This is an optimization exercise on Yosys and OpenROAD, whose aim is small area, a short achievable clock period and few clock cycles, not a production implementation.
Only simulation tests tie the RTL to the original design; equivalence was not proved.

==> design/flow/design.v <==
module PE(
    clk,
    rst_n,
    state,
    in_west,  
    in_north,  
    out_east,  
    out_south,
    psum  
);  
    input clk , rst_n;
    input [1:0] state;
    input signed [7:0]  in_west , in_north;
    output reg [7:0] out_east , out_south;
    output wire [31:0] psum;
    reg [31:0] maccout;
    reg [31:0] west_c , north_c;  
    wire signed [31:0] product;
    localparam IDLE = 2'd0;
    localparam READ = 2'd1;
    assign psum = maccout;
    assign product = in_west * in_north;
    always @(posedge clk or negedge rst_n) begin
        if (!rst_n) begin
            maccout <= 0;
            out_east <= 0;
            out_south <= 0;
        end else if (state == READ) begin
            maccout <= maccout + product;
            out_east <= in_west;
            out_south <= in_north;
        end else if (state == IDLE) begin
            maccout <= 0;
        end
    end
endmodule
module systolic_array(
    clk,
    rst_n,
    state,
    datain_h,
    datain_v,
    psum_1,
    psum_2,
    psum_3,
    psum_4
);
    input clk;
    input rst_n;
    input [1:0] state;
    input [31:0] datain_h;
    input [31:0] datain_v;
    output wire [127:0] psum_1;
    output wire [127:0] psum_2;
    output wire [127:0] psum_3;
    output wire [127:0] psum_4;
    wire [31:0] psum [0:15];  
    wire [95:0] dataout_h;
    wire [95:0] dataout_v;
    parameter WRITE = 2'd2;
    assign psum_1 = (state == WRITE)?{psum[0], psum[1], psum[2], psum[3]} : 128'b0;
    assign psum_2 = (state == WRITE)?{psum[4], psum[5], psum[6], psum[7]} : 128'b0;
    assign psum_3 = (state == WRITE)?{psum[8], psum[9], psum[10], psum[11]} : 128'b0;
    assign psum_4 = (state == WRITE)?{psum[12], psum[13], psum[14], psum[15]} : 128'b0;
    PE pe1(
        .clk (clk),
        .rst_n (rst_n),
        .state (state),
        .in_west (datain_h[31:24]),
        .in_north (datain_v[31:24]),
        .out_east (dataout_h[7:0]),
        .out_south (dataout_v[7:0]),
        .psum (psum[0])
    );
    PE pe2(
        .clk (clk),
        .rst_n (rst_n),
        .state (state),
        .in_west (dataout_h[7:0]),
        .in_north (datain_v[23:16]),
        .out_east (dataout_h[15:8]),
        .out_south (dataout_v[15:8]),
        .psum (psum[1])
    );
    PE pe3(
        .clk (clk),
        .rst_n (rst_n),
        .state (state),
        .in_west (dataout_h[15:8]),
        .in_north (datain_v[15:8]),
        .out_east (dataout_h[23:16]),
        .out_south (dataout_v[23:16]),
        .psum (psum[2])
    );
    PE pe4(
        .clk (clk),
        .rst_n (rst_n),
        .state (state),
        .in_west (dataout_h[23:16]),
        .in_north (datain_v[7:0]),
        .out_east (),  
        .out_south (dataout_v[31:24]),
        .psum (psum[3])
    );
    PE pe5(
        .clk (clk),
        .rst_n (rst_n),
        .state (state),
        .in_west (datain_h[23:16]),
        .in_north (dataout_v[7:0]),
        .out_east (dataout_h[31:24]),
        .out_south (dataout_v[39:32]),
        .psum (psum[4])
    );
    PE pe6(
        .clk (clk),
        .rst_n (rst_n),
        .state (state),
        .in_west (dataout_h[31:24]),
        .in_north (dataout_v[15:8]),
        .out_east (dataout_h[39:32]),
        .out_south (dataout_v[47:40]),
        .psum (psum[5])
    );
    PE pe7(
        .clk (clk),
        .rst_n (rst_n),
        .state (state),
        .in_west (dataout_h[39:32]),
        .in_north (dataout_v[23:16]),
        .out_east (dataout_h[47:40]),
        .out_south (dataout_v[55:48]),
        .psum (psum[6])
    );
    PE pe8(
        .clk (clk),
        .rst_n (rst_n),
        .state (state),
        .in_west (dataout_h[47:40]),
        .in_north (dataout_v[31:24]),
        .out_east (),
        .out_south (dataout_v[63:56]),
        .psum (psum[7])
    );
    PE pe9(
        .clk (clk),
        .rst_n (rst_n),
        .state (state),
        .in_west (datain_h[15:8]),
        .in_north (dataout_v[39:32]),
        .out_east (dataout_h[55:48]),
        .out_south (dataout_v[71:64]),
        .psum (psum[8])
    );
    PE pe10(
        .clk (clk),
        .rst_n (rst_n),
        .state (state),
        .in_west (dataout_h[55:48]),
        .in_north (dataout_v[47:40]),
        .out_east (dataout_h[63:56]),
        .out_south (dataout_v[79:72]),
        .psum (psum[9])
    );
    PE pe11(
        .clk (clk),
        .rst_n (rst_n),
        .state (state),
        .in_west (dataout_h[63:56]),
        .in_north (dataout_v[55:48]),
        .out_east (dataout_h[71:64]),
        .out_south (dataout_v[87:80]),
        .psum (psum[10])
    );
    PE pe12(
        .clk (clk),
        .rst_n (rst_n),
        .state (state),
        .in_west (dataout_h[71:64]),
        .in_north (dataout_v[63:56]),
        .out_east (),
        .out_south (dataout_v[95:88]),
        .psum (psum[11])
    );
    PE pe13(
        .clk (clk),
        .rst_n (rst_n),
        .state (state),
        .in_west (datain_h[7:0]),
        .in_north (dataout_v[71:64]),
        .out_east (dataout_h[79:72]),
        .out_south (),
        .psum (psum[12])
    );
    PE pe14(
        .clk (clk),
        .rst_n (rst_n),
        .state (state),
        .in_west (dataout_h[79:72]),
        .in_north (dataout_v[79:72]),
        .out_east (dataout_h[87:80]),
        .out_south (),
        .psum (psum[13])
    );
    PE pe15(
        .clk (clk),
        .rst_n (rst_n),
        .state (state),
        .in_west (dataout_h[87:80]),
        .in_north (dataout_v[87:80]),
        .out_east (dataout_h[95:88]),
        .out_south (),
        .psum (psum[14])
    );
    PE pe16(
        .clk (clk),
        .rst_n (rst_n),
        .state (state),
        .in_west (dataout_h[95:88]),
        .in_north (dataout_v[95:88]),
        .out_east (),
        .out_south (),
        .psum (psum[15])
    );
endmodule
module TPU 
#(
    parameter ADDR_BITS=12
)
(
    clk,
    rst_n,
    in_valid,
    K,
    M,
    N,
    busy,
    A_wr_en,
    A_index,
    A_data_in,
    A_data_out,
    B_wr_en,
    B_index,
    B_data_in,
    B_data_out,
    C_wr_en,
    C_index,
    C_data_in,
    C_data_out
);
input clk;
input rst_n;
input            in_valid;
input [7:0]      K;
input [7:0]      M;
input [7:0]      N;
output  reg      busy;
output           A_wr_en;
output [ADDR_BITS-1:0]    A_index;
output [31:0]    A_data_in;
input  [31:0]    A_data_out;
output           B_wr_en;
output [ADDR_BITS-1:0]    B_index;
output [31:0]    B_data_in;
input  [31:0]    B_data_out;
output           C_wr_en;
output [ADDR_BITS-1:0]    C_index;
output [127:0]   C_data_in;
input  [127:0]   C_data_out;
reg [7:0] K_reg, M_reg, N_reg;
wire [1:0] state, n_state;
wire [31:0] counter;
wire [31:0] datain_h, datain_v;
wire [127:0] psum_1, psum_2, psum_3, psum_4;
parameter IDLE = 2'd0;
parameter READ = 2'd1;
parameter WRITE = 2'd2;
parameter FINISH = 2'd3;
always @(posedge clk or negedge rst_n) begin
    if (!rst_n) begin
        busy <= 0;
    end else if (in_valid) begin
        busy <= 1;
    end else if (n_state == FINISH) begin
        busy <= 0;
    end
end
always @(posedge clk) begin
    if(K > 0) begin  
        K_reg <= K;
        M_reg <= M;
        N_reg <= N;
    end
end
data_loader A_loader(
    .clk(clk),
    .rst_n(rst_n),
    .state(state),
    .in_data(A_data_out),
    .K_reg(K_reg), 
    .counter(counter),
    .out_wire(datain_h)
);
data_loader B_loader(
    .clk(clk),
    .rst_n(rst_n),
    .state(state),
    .in_data(B_data_out),
    .K_reg(K_reg),
    .counter(counter),
    .out_wire(datain_v)
);
systolic_array systolic(
    .clk(clk),
    .rst_n(rst_n),
    .state(state),
    .datain_h(datain_h),  
    .datain_v(datain_v),  
    .psum_1(psum_1),
    .psum_2(psum_2),
    .psum_3(psum_3),
    .psum_4(psum_4)
);
controller ctrl(
    .clk(clk),
    .rst_n(rst_n),
    .in_valid(in_valid),
    .busy(busy),
    .K_reg(K_reg),
    .M_reg(M_reg),
    .N_reg(N_reg),
    .psum_1(psum_1),
    .psum_2(psum_2),
    .psum_3(psum_3),
    .psum_4(psum_4),
    .state_wire(state),
    .n_state_wire(n_state),
    .A_wr_en(A_wr_en),
    .B_wr_en(B_wr_en),
    .C_wr_en(C_wr_en),
    .A_data_in(A_data_in),
    .B_data_in(B_data_in),
    .C_data_in(C_data_in),
    .A_index(A_index),
    .B_index(B_index),
    .C_index(C_index),
    .counter_wire(counter)
);
endmodule
module data_loader(
    clk,
    rst_n,
    state,
    in_data,
    K_reg, 
    counter, 
    out_wire
);
    input clk;
    input rst_n;
    input [1:0] state;
    input [31:0] in_data;
    input [7:0] K_reg;
    input [31:0] counter;
    output wire [31:0] out_wire;
    localparam IDLE = 2'b0;
    localparam READ = 2'b1;
    reg [31:0] out;
    reg [7:0] temp_out1;
    reg [15:0] temp_out2;
    reg [23:0] temp_out3;
    reg [31:0] temp_out4;
    assign out_wire = (state==READ)? out : 32'b0;
    always @(posedge clk or negedge rst_n) begin
        if(!rst_n) begin
            temp_out1 <= 0;
            temp_out2 <= 0;
            temp_out3 <= 0;
            temp_out4 <= 0;
            out <= 0;
        end else if(state == IDLE) begin
            temp_out1 <= 0;
            temp_out2 <= 0;
            temp_out3 <= 0;
            temp_out4 <= 0;
            out <= 0;
        end  else if(state == READ) begin
            if(counter < K_reg) begin
                temp_out1 <= in_data[31:24];
                temp_out2 <= {temp_out2[7:0] , in_data[23:16]};  
                temp_out3 <= {temp_out3[15:0] , in_data[15:8]};
                temp_out4 <= {temp_out4[23:0] , in_data[7:0]};
                out <= {in_data[31:24], temp_out2[7:0], temp_out3[15:8], temp_out4[23:16]};  
            end
            else begin
                temp_out1 <= temp_out1 << 8;
                temp_out2 <= temp_out2 << 8;
                temp_out3 <= temp_out3 << 8;
                temp_out4 <= temp_out4 << 8;
                out <= {8'b0, temp_out2[7:0], temp_out3[15:8], temp_out4[23:16]}; 
            end
        end
    end
endmodule
module controller
#(
    parameter ADDR_BITS=12
)
(
    clk,
    rst_n,
    in_valid,
    busy,
    K_reg,
    M_reg,
    N_reg,
    psum_1,
    psum_2,
    psum_3,
    psum_4,
    state_wire,
    n_state_wire,
    A_wr_en,
    B_wr_en,
    C_wr_en,
    A_data_in,
    B_data_in,
    C_data_in,
    A_index,
    B_index,
    C_index,
    counter_wire
);
    input clk;
    input rst_n;
    input in_valid;
    input [7:0] K_reg;
    input [7:0] M_reg;
    input [7:0] N_reg;
    input [127:0] psum_1;
    input [127:0] psum_2;
    input [127:0] psum_3;
    input [127:0] psum_4;
    input busy;
    output wire [1:0] state_wire;
    output wire [1:0] n_state_wire;
    output A_wr_en;
    output B_wr_en;
    output C_wr_en;
    output [31:0] A_data_in;
    output [31:0] B_data_in;
    output [127:0] C_data_in;
    output [ADDR_BITS-1:0] A_index;
    output [ADDR_BITS-1:0] B_index;
    output [ADDR_BITS-1:0] C_index;
    output wire [31:0] counter_wire;
    reg [1:0] state;
    reg [1:0] n_state;
    reg [2:0] out_cycle;  
    reg [7:0] a_offset;
    reg [7:0] b_offset;
    reg [7:0] counter_a;
    reg [7:0] counter_b;
    reg [31:0] counter;
    reg [31:0] counter_out;  
    reg [15:0] idx_a;
    reg [15:0] idx_b;
    reg [15:0] idx_c;
    parameter IDLE = 2'd0;
    parameter READ = 2'd1;
    parameter WRITE = 2'd2;
    parameter FINISH = 2'd3;
    assign state_wire = state;
    assign n_state_wire = n_state;
    assign counter_wire = counter;
    assign A_index = (state==READ)? idx_a : 0;
    assign B_index = (state==READ)?idx_b : 0;
    assign C_index = idx_c;
    always @(posedge clk or negedge rst_n) begin
        if(!rst_n) 
            state <= IDLE;
        else 
            state <= n_state;
    end
    always @(*) begin
        case (state)
            IDLE: 
                n_state = (in_valid || busy) ? READ : IDLE;
            READ: 
                n_state = (counter <= (K_reg + 6)) ? READ : WRITE; 
            WRITE: 
                n_state = (counter_out < out_cycle) ? WRITE : (counter_b == b_offset) ? FINISH : IDLE;
            FINISH: 
                n_state = IDLE;
            default: 
                n_state = IDLE;
        endcase
    end
    always @(*) begin
        a_offset = ((M_reg+3)/4);  
        b_offset = ((N_reg+3)/4);  
    end
    assign A_wr_en = 0;
    assign B_wr_en = 0;
    assign C_wr_en = (n_state == WRITE) ? 1 : 0;
    always @(posedge clk or negedge rst_n) begin
        if(!rst_n) out_cycle <= 0;
        else if(state == busy)
            out_cycle <= ((counter_a == (a_offset - 1) || a_offset == 8'd1) && M_reg[1:0] != 2'b00 ) ? M_reg[1:0] : 4;  
        else
            out_cycle <= out_cycle;
    end
    always @(posedge clk or negedge rst_n) begin
        if(!rst_n) counter <= 0;
        else begin
            if(state == READ)
                counter <= counter + 1;
            else
                counter <= 0;
        end
    end
    always @(posedge clk or negedge rst_n) begin
        if(!rst_n) counter_a <= 0;
        else begin
            if(counter_out == out_cycle-1 && state == WRITE) begin
                if(counter_a < a_offset)
                    counter_a <= counter_a + 1;
                else
                    counter_a <= 1;
            end
        else if(state == FINISH)
            counter_a <= 0;
        end
    end
    always @(posedge clk or negedge rst_n) begin
        if(!rst_n) counter_b <= 0;
        else begin
            if(n_state == IDLE && counter_a == a_offset && busy)
                counter_b <= counter_b + 1;
            else if(state == FINISH)
                counter_b <= 0;
        end
    end
    always @(posedge clk or negedge rst_n) begin
        if(!rst_n) counter_out <= 0;
        else if(state == WRITE)
            counter_out <= counter_out + 1;
        else
            counter_out <= 0;
    end
    always @(posedge clk or negedge rst_n) begin
        if(!rst_n) idx_a <= 15'd0;
        else begin
        if(state == WRITE) begin
            if(n_state==IDLE) begin  
                idx_a <= idx_a + 15'd1;
            end
            else
              idx_a <= idx_a;
        end
        else if(state == IDLE && counter_a == a_offset)begin
            idx_a <= 0;
        end
        else if(state == FINISH)begin
            idx_a <= 15'd0;
        end
        else if(state == READ) begin
            if(counter < K_reg - 1)  
            idx_a <= idx_a + 15'd1;
        end
        else begin
            idx_a <= idx_a;
        end
        end
    end
    always @(posedge clk or negedge rst_n) begin
        if(!rst_n) idx_b <= 0;
        else begin
            if(state == IDLE && busy) begin
                idx_b <= K_reg * counter_b;  
            end
            else if(state == FINISH)begin
                idx_b <= 15'd0;
            end
            else if(state == READ) begin
                if(counter < K_reg )  
                    idx_b <= idx_b + 1;
            end
        end
    end
    always @(posedge clk or negedge rst_n) begin
        if(!rst_n) idx_c <= 0;
        else begin
            if(state == FINISH)
                idx_c <= 0;
            else if(state == WRITE && n_state == WRITE)
                idx_c <= idx_c + 1;
            else
                idx_c <= idx_c;
        end
    end
    assign A_data_in = 0;
    assign B_data_in = 0;
    assign C_data_in = (!rst_n) ? 0 :
                   (counter_out == 2'd0) ? psum_1 :
                   (counter_out == 2'd1) ? psum_2 :
                   (counter_out == 2'd2) ? psum_3 :
                   (counter_out == 2'd3) ? psum_4 : 0;
endmodule
==> design/flow/run.sh <==
#!/bin/bash
# synth_recipe.tcl (not shown) runs the flow's synth.tcl, then flattens the netlist and writes it again
# the make line also repeats each setting of config.mk as NAME=value (left out here)
make -C /OpenROAD-flow-scripts/flow DESIGN_CONFIG=/design/flow/config.mk WORK_HOME=/design/flow/orfs CLKGATE_MAP_FILE= SYNTH_SCRIPT=/design/flow/synth_recipe.tcl finish
==> design/flow/config.mk <==
export PLATFORM = sky130hd
export DESIGN_NAME = TPU
export DESIGN_NICKNAME = TPU
export VERILOG_FILES = /design/flow/design.v
export SDC_FILE = /design/flow/constraint.sdc
export NUM_CORES = 4
export LEC_CHECK = 0
export CAP_MARGIN = 20
export CORE_MARGIN = 2
export CORE_UTILIZATION = 40
export SLEW_MARGIN = 20
==> design/flow/constraint.sdc <==
create_clock -name core_clock -period 10.0 [get_ports {clk}]
set_input_delay 2.0000 -clock core_clock [delete_from_list [all_inputs] [get_ports {clk}]]
set_output_delay 2.0000 -clock core_clock [all_outputs]
set_load 0.01 [all_outputs]
==> impl_metrics.tcl <==
set metrics [dict create \
    outcome "timing/DRC/antenna clean" \
    synth_top_family_by_area "adder cells" \
    portBuffers 256 \
    grt_max_degree 180 \
    period_needed_ns 8.712 \
    setup_tns_ns 0 \
    cts_tree "yes" \
    cpPeakStageDelay_ns 0.74 \
    netlist_instances 12450 \
    die_width_um 526.0 \
    wl_per_cell_um 18.63 \
    htreeDepth 4 \
    cts_buffer_depth 4 \
    hold_path.class "reg -> reg" \
    vias_per_cell 5.314 \
    core_area_um2 271000 \
    tightest_slew_ns 1.111 \
    via_count 85400 \
    die_y_um 526.0 \
    postLayoutSetupSlackWorst_ns 1.288 \
    crit_family "compound AO/OA/AOI/OAI gates" \
    syn_area_per_cell_um2 8.759 \
    synth_top_area_cell "dfrtp_1" \
    areaGrowthSynthToFinish_pct 9.675 \
    synth_area_um2 109000 \
    nets 14620 \
    slew_viol_final 0 \
    critical_path_buf_inv_count 3 \
    synth.yosys.seq_area_share 0.2329 \
    std_cell_rows 191 \
    hold_buffers 0 \
    cts_root_buffer "clkbuf_16" \
    cts.reportedPaths.clkPinSlew_ns 0.06 \
    routed_wl_um 299300 \
    max_slew_margin 0.2594 \
    grt_pass1_vias 84660 \
    grt_pass1_wl_um 480200 \
    finalSetupViolations 0 \
    netlist.area_leader.share 0.2263 \
    postCtsSetupBuffers 0 \
    grt_setup_unrepaired "no" \
    final-hold-violation-count 0 \
    cts_num_sinks 1010 \
    synthFlopType "dfrtp_1" \
    reg2reg_slack_ns 1.29 \
    start_util 0.4023 \
    grt-ovfl-total 0 \
    ys_ff_latch 1010 \
    drc 0 \
    place_hpwl_um 224100 \
    synth.distinct_cells 91 \
    first_pass_iters 5 \
    path_class "reg -> reg" \
    placed_cells 15830 \
    synth_xor_area_frac 0.06259 \
    clock.fmax_mhz 114.8 \
    clk_latency_ns 0.84 \
    fin_cells 16070 \
    synthTopCellsByArea "dfrtp_1, fa_1, ha_1, nand2_1, inv_1" \
    finClkSkew_ns 0.06512 \
    slowest_stage "xnor2_1" \
    synthAdderAreaFrac 0.2932 \
    end_kind "flop" \
    track_usage 0.2150 \
    drt_iter0_markers 5341 \
    post-place-ws_ns 1.301 \
    ioPinCount 451 \
    yosysWarnings 5 \
    antenna_found_initial 10 \
    synthSimpleGateAreaFrac 0.1635 \
    ant_nets 0 \
    gp_congestion 0.8869 \
    die-area_um2 276700 \
    post-route-period-util 0.8712 \
    synthMuxAreaShare 0.001010 \
    required_ns 10.73 \
    arrival_ns 9.44 \
    final_util 0.4412 \
    synth_compound_area_frac 0.1703 \
    synth-edff-count 24 \
    drv_cap 0 \
    post_cts_resized 0 \
    async_flop_share 0.9762 \
    cp_max_fo 12 \
    drive_gt1_frac 0.03097 \
    cp-start-kind "flop" \
    cts_made_buffers 140 \
]
-- per-layer routing --
layer	wire length, um	global-route usage	share of wire	up-vias
met5	0	0	0	-
met4	8502	0.05859	0.028	0
met3	12500	0.02229	0.042	319
met2	140000	0.3528	0.47	1541
met1	138400	0.3005	0.46	41850
li1	-	-	-	41690
-- path summary, 6_finish.rpt --
kind / startpoint / to / cells past startpoint
setup / recovery: ctrl.state[1] / systolic.pe2.maccout[29] / 30
max in group asynchronous: rst_n / B_loader.temp_out4[19] / 5
setup reg to reg: ctrl.state[1] / systolic.pe2.maccout[29] / 30
hold reg to reg: A_loader.temp_out2[0] / A_loader.out[16] / 1
min in group asynchronous: rst_n / systolic.pe10.maccout[23] / 1
hold / removal: A_loader.temp_out2[0] / A_loader.out[16] / 1
-- synthesized netlist by cell type, types with 10 or more instances --
master,count
buf_4,79
nor3_1,84
a21o_1,309
nand3_1,229
dfrtp_1,986
nor2b_1,170
a31oi_1,60
clkbuf_1,470
o311ai_0,13
fa_1,927
o21ai_0,768
and4_1,23
a221oi_1,11
nand2_1,1581
xnor2_1,513
or3_1,43
and2_1,486
nor2_1,405
o41ai_1,17
o2111ai_1,10
buf_1,15
a2111oi_0,17
o211ai_1,96
a21oi_1,581
a211oi_1,56
nor4_1,26
a211o_1,12
inv_1,1523
or2_2,25
o21a_1,75
xor2_1,266
o22ai_1,10
and3_1,372
a221o_1,70
ha_1,1071
nand4_1,65
a21boi_0,79
edfxtp_1,24
a22oi_1,136
buf_2,36
a32o_1,13
o31ai_1,119
o21bai_1,112
nand2b_1,123
a22o_1,201
-- layout by cell type, fill, tap and decap left out, types with 23 or more instances in the layout --
master / count
edfxtp_1: 24
o21a_1: 75
o211ai_1: 96
nand2b_1: 122
a22oi_1: 136
ha_1: 1071
and4_1: 23
or2_2: 25
a22o_1: 201
nor3_1: 84
conb_1: 66
dfrtp_1: 984
clkbuf_8: 31
a31oi_1: 60
a221o_1: 70
a211oi_1: 56
a21boi_0: 77
nor2b_1: 170
a21o_1: 309
and2_1: 484
o21ai_0: 768
nand4_1: 65
o21bai_1: 112
nand3_1: 229
or3_1: 43
clkbuf_16: 143
o31ai_1: 119
xnor2_1: 498
nor4_1: 26
buf_4: 74
and3_1: 372
clkdlybuf4s50_1: 255
inv_1: 1522
a21oi_1: 580
fa_1: 927
nor2_1: 402
nand2_1: 1579
xor2_1: 266
-- logic make-up (layout without fill, tap and decap cells) --
| family | Yosys count | in the layout |
|---|---|---|
| flops | 1010 | 1010 |
| compound gates | 2840 | 2840 |
| other cells | 1 | 72 |
| xor+xnor | 779 | 779 |
| mux | 10 | 10 |
| buf+inv | 2126 | 2111 |
| fa+ha+maj | 1998 | 1998 |
| simple gates | 3682 | 3682 |
-- worst reg2reg max path, delay by kind of cell (launching register included) --
kind / cells / cell delay [ns]
AO/OA/AOI/OAI: 14 / 2.67
adder cells (fa/ha/maj): 6 / 2.60
XOR/XNOR: 2 / 0.89
flip-flops: 1 / 0.57
buffers and inverters: 3 / 0.14
AND/OR/NAND/NOR: 5 / 1.75
-- per-stage QoR --
| stage | cell area (um^2) | hold slack [ns] |
|---|---|---|
| 2_1_floorplan | 109300 | 0.4472 |
| 3_3_place_gp | 114800 | 0.4758 |
| 3_5_place_dp | 114800 | 0.4717 |
| 4_1_cts | 119500 | 0.4833 |
| 5_1_grt | 119600 | 0.5049 |
| 6_report | 119600 | 0.4811 |
-- cell type report --
class,instances,area [um^2]
Timing Repair Buffer,349,3495
Tap cell,3570,4467
Sequential cell,1010,25400
Multi-Input combinational cell,9375,75700
Fill cell,26620,151400
Inverter,1524,5722
Clock buffer,192,4073
Clock inverter,46,690.7
Antenna cell,6,15.01
Testbench counts, summed over its fixed seeds: cycles 102,343.

static timing again, ports no longer ideal:
How much do the figures lean on ideal ports? The routed layout below was timed once more, with nothing changed but the port constraints.
Step 1, drivers: a clkbuf_16 drives clk and a buf_2 each remaining input, both assumed.
Step 2 adds t to the input delays and takes it off the output delays; t is the mean of the earliest and latest rising clock arrival at the registers after step 1. Input paths then give back, and output paths get back, about the clock's delay inside the block.
Three values: no drivers, after step 1, after step 2; two values: the first two.
shift t [ns]: 0.910
slack for setup (ns): 1.288 / 1.288 / 1.288
worst setup path after step 2: register to register
slew at the worst register clock pin (ns): 0.07 / 0.07
worst data-port slew with drivers (ns): 0.09
After both steps this run still meets setup and hold. The setup slack of this run moves by 0.000 ns with the drivers and by 0.000 ns with both steps.
